Source: an optimization exercise on an open RTL-to-GDS flow (aim: small area). Production flows keep margins and buffers that such runs may drop. Only simulation tests tie the RTL to the original design; equivalence was not proved.

## flow/design.v (module list and top-level ports; edited modules follow where they fit)
// module ha: 4 lines
// module fa: 4 lines
// module booth_enc: 9 lines
// module mac_col1: 1091 lines
// module mac_col2: 971 lines
// module mac_col3: 971 lines
// module top: 143 lines
module top(input clk,
           input rst_n,
           input weight_select,
           input [7:0] fmaps_in1,
           input [7:0] fmaps_in2,
           input [7:0] fmaps_in3,
           input [7:0] fmaps_in4,
           input [7:0] fmaps_in5,
           input [7:0] fmaps_in6,
           input [7:0] fmaps_in7,
           input [7:0] weight_in1,
           input [7:0] weight_in2,
           input [7:0] weight_in3,
           input [7:0] weight_in4,
           input [7:0] weight_in5,
           output [1:0] cs,
           output [1:0] we,
           output [4:0] fmaps_addr,
           output [5:0] weight_addr,
           output valid,
           output signed [20:0] acc);
  // ...
==> flow/flow/run.sh <==
#!/bin/bash
# The standard synthesis and layout (the standard.sh), with two changes:
# the input and output ports are buffered with sky130_fd_sc_hd__buf_1
# instead of the placer's default buffer cell, and clock tree synthesis
# uses larger sink clusters and no dummy loads.  Each step's output goes to
# a log file of its own in this folder.
set -euo pipefail
bash standard.sh synth > synth.log 2>&1
export BUFFER_PORTS_ARGS="-buffer_cell sky130_fd_sc_hd__buf_1"
export CTS_ARGS="-sink_clustering_enable -repair_clock_nets -dont_use_dummy_load -sink_clustering_size 30 -sink_clustering_max_diameter 100"
bash standard.sh finish > layout.log 2>&1
==> flow/standard.sh <==
#!/bin/bash
# synth_recipe.tcl (not shown) runs the flow's synth.tcl, then flattens the netlist and writes it again
# the make line also repeats each setting of config.mk as NAME=value (left out here)
make -C /OpenROAD-flow-scripts/flow DESIGN_CONFIG=/design/flow/config.mk WORK_HOME=/design/flow/orfs CLKGATE_MAP_FILE= SYNTH_SCRIPT=/design/flow/synth_recipe.tcl "${@:-finish}"
==> flow/config.mk <==
export PLATFORM = sky130hd
export DESIGN_NAME = top
export DESIGN_NICKNAME = top
export VERILOG_FILES = /design/flow/design.v
export SDC_FILE = /design/flow/constraint.sdc
export NUM_CORES = 4
export LEC_CHECK = 0
export CAP_MARGIN = 20
export CORE_MARGIN = 2
export CORE_UTILIZATION = 65
export SLEW_MARGIN = 20
export SYNTH_HIERARCHICAL = 1
export SYNTH_MINIMUM_KEEP_SIZE = 0
==> flow/constraint.sdc <==
create_clock -name core_clock -period 7.0 [get_ports {clk}]
set_input_delay 1.4000 -clock core_clock [delete_from_list [all_inputs] [get_ports {clk}]]
set_output_delay 1.4000 -clock core_clock [all_outputs]
set_load 0.01 [all_outputs]
==> reports/results.txt, run 1 <==
Commonest non-fill, non-tap cells in the layout - fa_1 (601), xnor2_1 (469), a22oi_1 (391)
DIE AREA - 53,210 um2
CTS tree - built
Crit Path Class - flip-flop to flip-flop
Grt total ovfl - 0
Root Buffer - clkbuf_16
Buf/Inv on CP - 1
Vias - 24,530
Crit. Startpoint - ew2_two[0]$_DFF_P_
Avg Cell Area, Syn - 11.60 um2
Hold Path Depth - 0
Boundary Pins - 136
Met1 GRT Util - 0.5755
Unrepaired setup endpoints after global routing - false
DR vias/cell - 6.753
Yosys reg bits - 378
Min-Delay Startpoint - w5_2[7]$_DFF_P_
Most common cell after layout, fill and taps aside - fa_1
Met2 Use GR - 0.6861
Critical Path Max Stage Delay - 0.67 ns
Min Tclk post-route - 6.859 ns
Area growth, synth to finish - 8.376%
Cell repeated most along the worst path - fa_1
Number of global-route vias before repair - 26,650
Compound-Gate Fraction of Synth Area - 0.1170
Row Count - 83
HPWL reported at the end of detailed placement - 88.62 mm
Well Taps - 680
WL final - 117.4 mm
Num CTS Buffers - 21
Buffers excl. clock - 391
Hold buffer count at CTS - 0
Antenna Cells - 2
Met1 Wirelength - 41.51 mm
Status - timing/DRC/antenna clean
CP max-delay cell - dfxtp_1
Adder-cell share of the synthesized area - 0.3736
Fraction of area in registers - 0.2234
Clk pin slew, worst setup/hold paths - 0.10 ns
Final Cycle Share - 0.9798
==> run 2, diff against run 1 <==
--- a/flow/config.mk
+++ b/flow/config.mk
@@ -10,2 +10,3 @@
 export CORE_UTILIZATION = 65
+export PLACE_DENSITY = 0.7
 export SLEW_MARGIN = 20
==> run 2 against run 1 <==
Net effect:
- final area about the same
- non-clock buffer count grew 2
- clock skew shrank 0.0020 ns
- global-route usage rose by 0.27 points
- die area unchanged
- register-to-register slack got worse by 0.03 ns
- highest routed layer unchanged
==> reports/results.txt, run 2 <==
Place WS - -0.5279 ns (was -0.3892 ns)
CP Data Required Time - 7.51 ns (was 7.45 ns)
Input/output buffers - 133 (unchanged)
Most common cell in the netlist - fa_1 (unchanged)
Post-synth ARST share - 0.2513 (unchanged)
Die width - 230.7 um (unchanged)
Final setup viols - 0 (unchanged)
Ratio of cells with drive above 1 in the final layout - 0.1315 (was 0.1281)
Row Count - 83 (unchanged)
Hold Path Class - flip-flop to flip-flop (unchanged)
Top post-synthesis cells by area - fa_1 (36%), dfxtp_1 (17%), xnor2_1 (12%) (unchanged)
Vias - 24,420 (was 24,530)
Max_cap viols - 0 (unchanged)
Core ar. - 51,090 um2 (unchanged)
Most common cell after layout, fill and taps aside - fa_1 (unchanged)
EDFF count, synth - 0 (unchanged)
CTS tree - built (unchanged)
Headroom to the max-slew limit - 0.3060 (was 0.4626)
Area growth, synth to finish - 8.294% (was 8.376%)
Synth top area share - 0.3638 (unchanged)
# DRC - 0 (unchanged)
DIE AREA - 53,210 um2 (unchanged)
Boundary Pins - 136 (unchanged)
Initial antenna violation count - 10 (was 5)
Hold Fails Final Rpt - 0 (unchanged)
Die Y-Extent - 230.7 um (unchanged)
CTS H-Tree Depth - 1 (unchanged)
Initial core utilization - 0.6537 (unchanged)
Critical path arrival - 7.40 ns (was 7.31 ns)
Worst Skew - 0.06629 ns (was 0.06828 ns)
Synth Flop Type - dfxtp_1 (unchanged)
Hold Path Depth - 0 (unchanged)
Met1 Wirelength - 42.10 mm (was 41.51 mm)
Final core occ - 0.7079 (was 0.7084)
Yosys reg bits - 378 (unchanged)
Pre-antenna DRT Iters - 9 (was 6)
Wire per inst - 32.56 um (was 32.33 um)
Worst-margin pin slew - 1.041 ns (was 0.8061 ns)
DR iter-0 viols - 3,059 (was 2,787)
CP Capture Type - flip-flop (unchanged)
Critical path launch point type - flip-flop (unchanged)
Post-Syn Instances - 2,880 (unchanged)
Largest net degree at the start of global routing - 71 (was 89)
Final instance area - 36,170 um2 (was 36,200 um2)
Final nets - 3,684 (unchanged)
DR vias/cell - 6.724 (was 6.753)
Final Cycle Share - 0.9843 (was 0.9798)
Status - timing/DRC/antenna clean (unchanged)
Worst skew pair latency - 0.58 ns (was 0.59 ns)
Grt total ovfl - 0 (unchanged)
Gpl congestion - 1.015 (was 1.060)
Mapped Area - 33,400 um2 (unchanged)
HPWL reported at the end of detailed placement - 90.24 mm (was 88.62 mm)
Setup ws final - 0.1096 ns (was 0.1413 ns)
Synth area leader - fa_1 (unchanged)
DP Area - 35,520 um2 (was 35,550 um2)
Hold WS - 0.3141 ns (was 0.3312 ns)
Top sig layer - met5 (unchanged)
Achievable Freq - 0.1451 GHz (was 0.1458 GHz)
Min Tclk post-route - 6.890 ns (was 6.859 ns)
Global-route wire length before repair - 173.6 mm (was 172.7 mm)
Worst-path fanout max - 5 (was 14)
Commonest non-fill, non-tap cells in the layout - fa_1 (598), xnor2_1 (469), a22oi_1 (391) (was fa_1 (601), xnor2_1 (469), a22oi_1 (391))
Avg Cell Area, Syn - 11.60 um2 (unchanged)
CTS Sinks - 378 (unchanged)
WL final - 118.2 mm (was 117.4 mm)
Cell variety after synth - 58 (unchanged)
Most frequent cells after synthesis - fa_1 (607), xnor2_1 (470), a22oi_1 (392), dfxtp_1 (283), clkbuf_1 (239) (unchanged)
Met3 wire len - 14.56 mm (was 14.89 mm)
Synth warnings - 7 (unchanged)
Register area share after synthesis - 0.2410 (unchanged)
Fin. max-slew vios - 0 (unchanged)
Crit Path Class - flip-flop to flip-flop (unchanged)
GRT Total Usage - 0.4574 (was 0.4547)
Met2 WL - 52.07 mm (was 51.59 mm)
Root Buffer - clkbuf_16 (unchanged)
Number of global-route vias before repair - 26,670 (was 26,650)
R2R cell count - 18 (was 17)
Clock Path Buffers - 3 (unchanged)
Clk pin slew, worst setup/hold paths - 0.10 ns (about the same)
Post-DRT Antenna Nets - 0 (unchanged)
Num CTS Buffers - 19 (was 21)
-- run 2: logic make-up after synthesis --
family          count (synthesis)  synth area share
compound gates                551            0.1170
other cells                     2         0.0002249
buf+inv                       368           0.04915
xor+xnor                      561            0.1471
mux                            49           0.01637
fa+ha+maj                     633            0.3736
simple gates                  338           0.05567
flops                         378            0.2410
-- run 2: cell type report --
class	count	area, um2
diodes	1	2.502
clock buffers	19	475.5
fillers	3636	14920
inverters	25	93.84
multi-input cells	2135	23810
flip-flops and latches	378	8093
well taps	680	850.8
repair buffers	393	2845
-- run 2: worst paths after layout --
kind / startpoint / to / slack [ns]
max in group asynchronous: rst_n / x5_2[1]$_DFF_PN0_ / 5.03
max reg2reg: newwin$_DFF_PN1_ / s3[19]$_DFF_P_ / 0.11
max: newwin$_DFF_PN1_ / s3[19]$_DFF_P_ / 0.11
min: x4_2[1]$_DFF_PN0_ / x4_3[1]$_DFF_P_ / 0.31
min reg2reg: x4_2[1]$_DFF_PN0_ / x4_3[1]$_DFF_P_ / 0.31
min in group asynchronous: rst_n / x6_2[7]$_DFF_PN0_ / 0.82
-- run 2: worst max-delay path: stages, from the launching register on --
cell and delay, ns:
dfstp_4 0.74, nor2b_1 0.09, fa_1 0.50, fa_1 0.44, fa_1 0.41, fa_1 0.44
fa_1 0.44, fa_2 0.41, fa_1 0.41, fa_1 0.39, fa_1 0.42, fa_1 0.41
fa_2 0.42, ha_1 0.27, ha_1 0.25, a31oi_4 0.24, o21bai_2 0.12, a31oi_1 0.27
xnor2_1 0.15
-- run 2: stage by stage --
step | setup TNS (ns) | std cells
2_1_floorplan | 0 | 2881
3_3_place_gp | -7.373 | 3609
3_5_place_dp | -9.265 | 3609
4_1_cts | 0 | 3628
5_1_grt | -0.02848 | 3630
6_report | 0 | 3631
-- run 2: layer usage --
layer,vias up,GRT usage
met2,1918,0.6931
met1,12320,0.5942
met4,10,0.2837
met3,604,0.1172
met5,-,0
li1,9568,-
-- run 2: modules after synthesis, one instance, submodules excluded --
| module | flip-flops and latches | area (um2) | copies in the design | cells inside |
|---|---|---|---|---|
| top | 378 | 9898 | 1 | 648 |
| mac_col2 | 0 | 3540 | 1 | 498 |
| mac_col3 | 0 | 3540 | 1 | 498 |
| mac_col1 | 0 | 3527 | 1 | 521 |
| booth_enc | 0 | 123.9 | 6 | 18 |
| fa | 0 | 20.02 | 607 | 1 |
-- run 2: what timing repair did --
item / 4_1_cts / 5_1_grt
hold buffers: 0 / 0
setup buffers: 0 / 1
gates cloned: 0 / 1
endpoints found under the setup margin: 4 / 17
resized for setup: 2 / 38

## port drivers added, routing unchanged
The results above use ideal ports. As a check the final layouts listed here were re-extracted and re-timed, cells and wires unchanged.
Step 1, drivers: a clkbuf_16 drives clk and a buf_2 each remaining input, both assumed.
Step 2 adds t to the input delays and takes it off the output delays; t is the mean of the earliest and latest rising clock arrival at the registers after step 1. Input paths then give back, and output paths get back, about the clock's delay inside the block.
a / b / c = no drivers / after step 1 / after step 2; a / b = the first two.
run | t (ns) | setup WS [ns] | worst register clock-pin slew, ns | worst slew at a driven data input, ns
run 1 | 0.625 | 0.141 / 0.141 / -0.347 | 0.11 / 0.11 | 0.06
run 2 | 0.607 | 0.110 / 0.110 / -0.264 | 0.11 / 0.11 | 0.10
With both steps, setup timing fails in run 1 and run 2, where it was met with ideal ports. The setup slack of run 1, which loses most, moves by 0.000 ns with the drivers and by -0.488 ns with both steps.
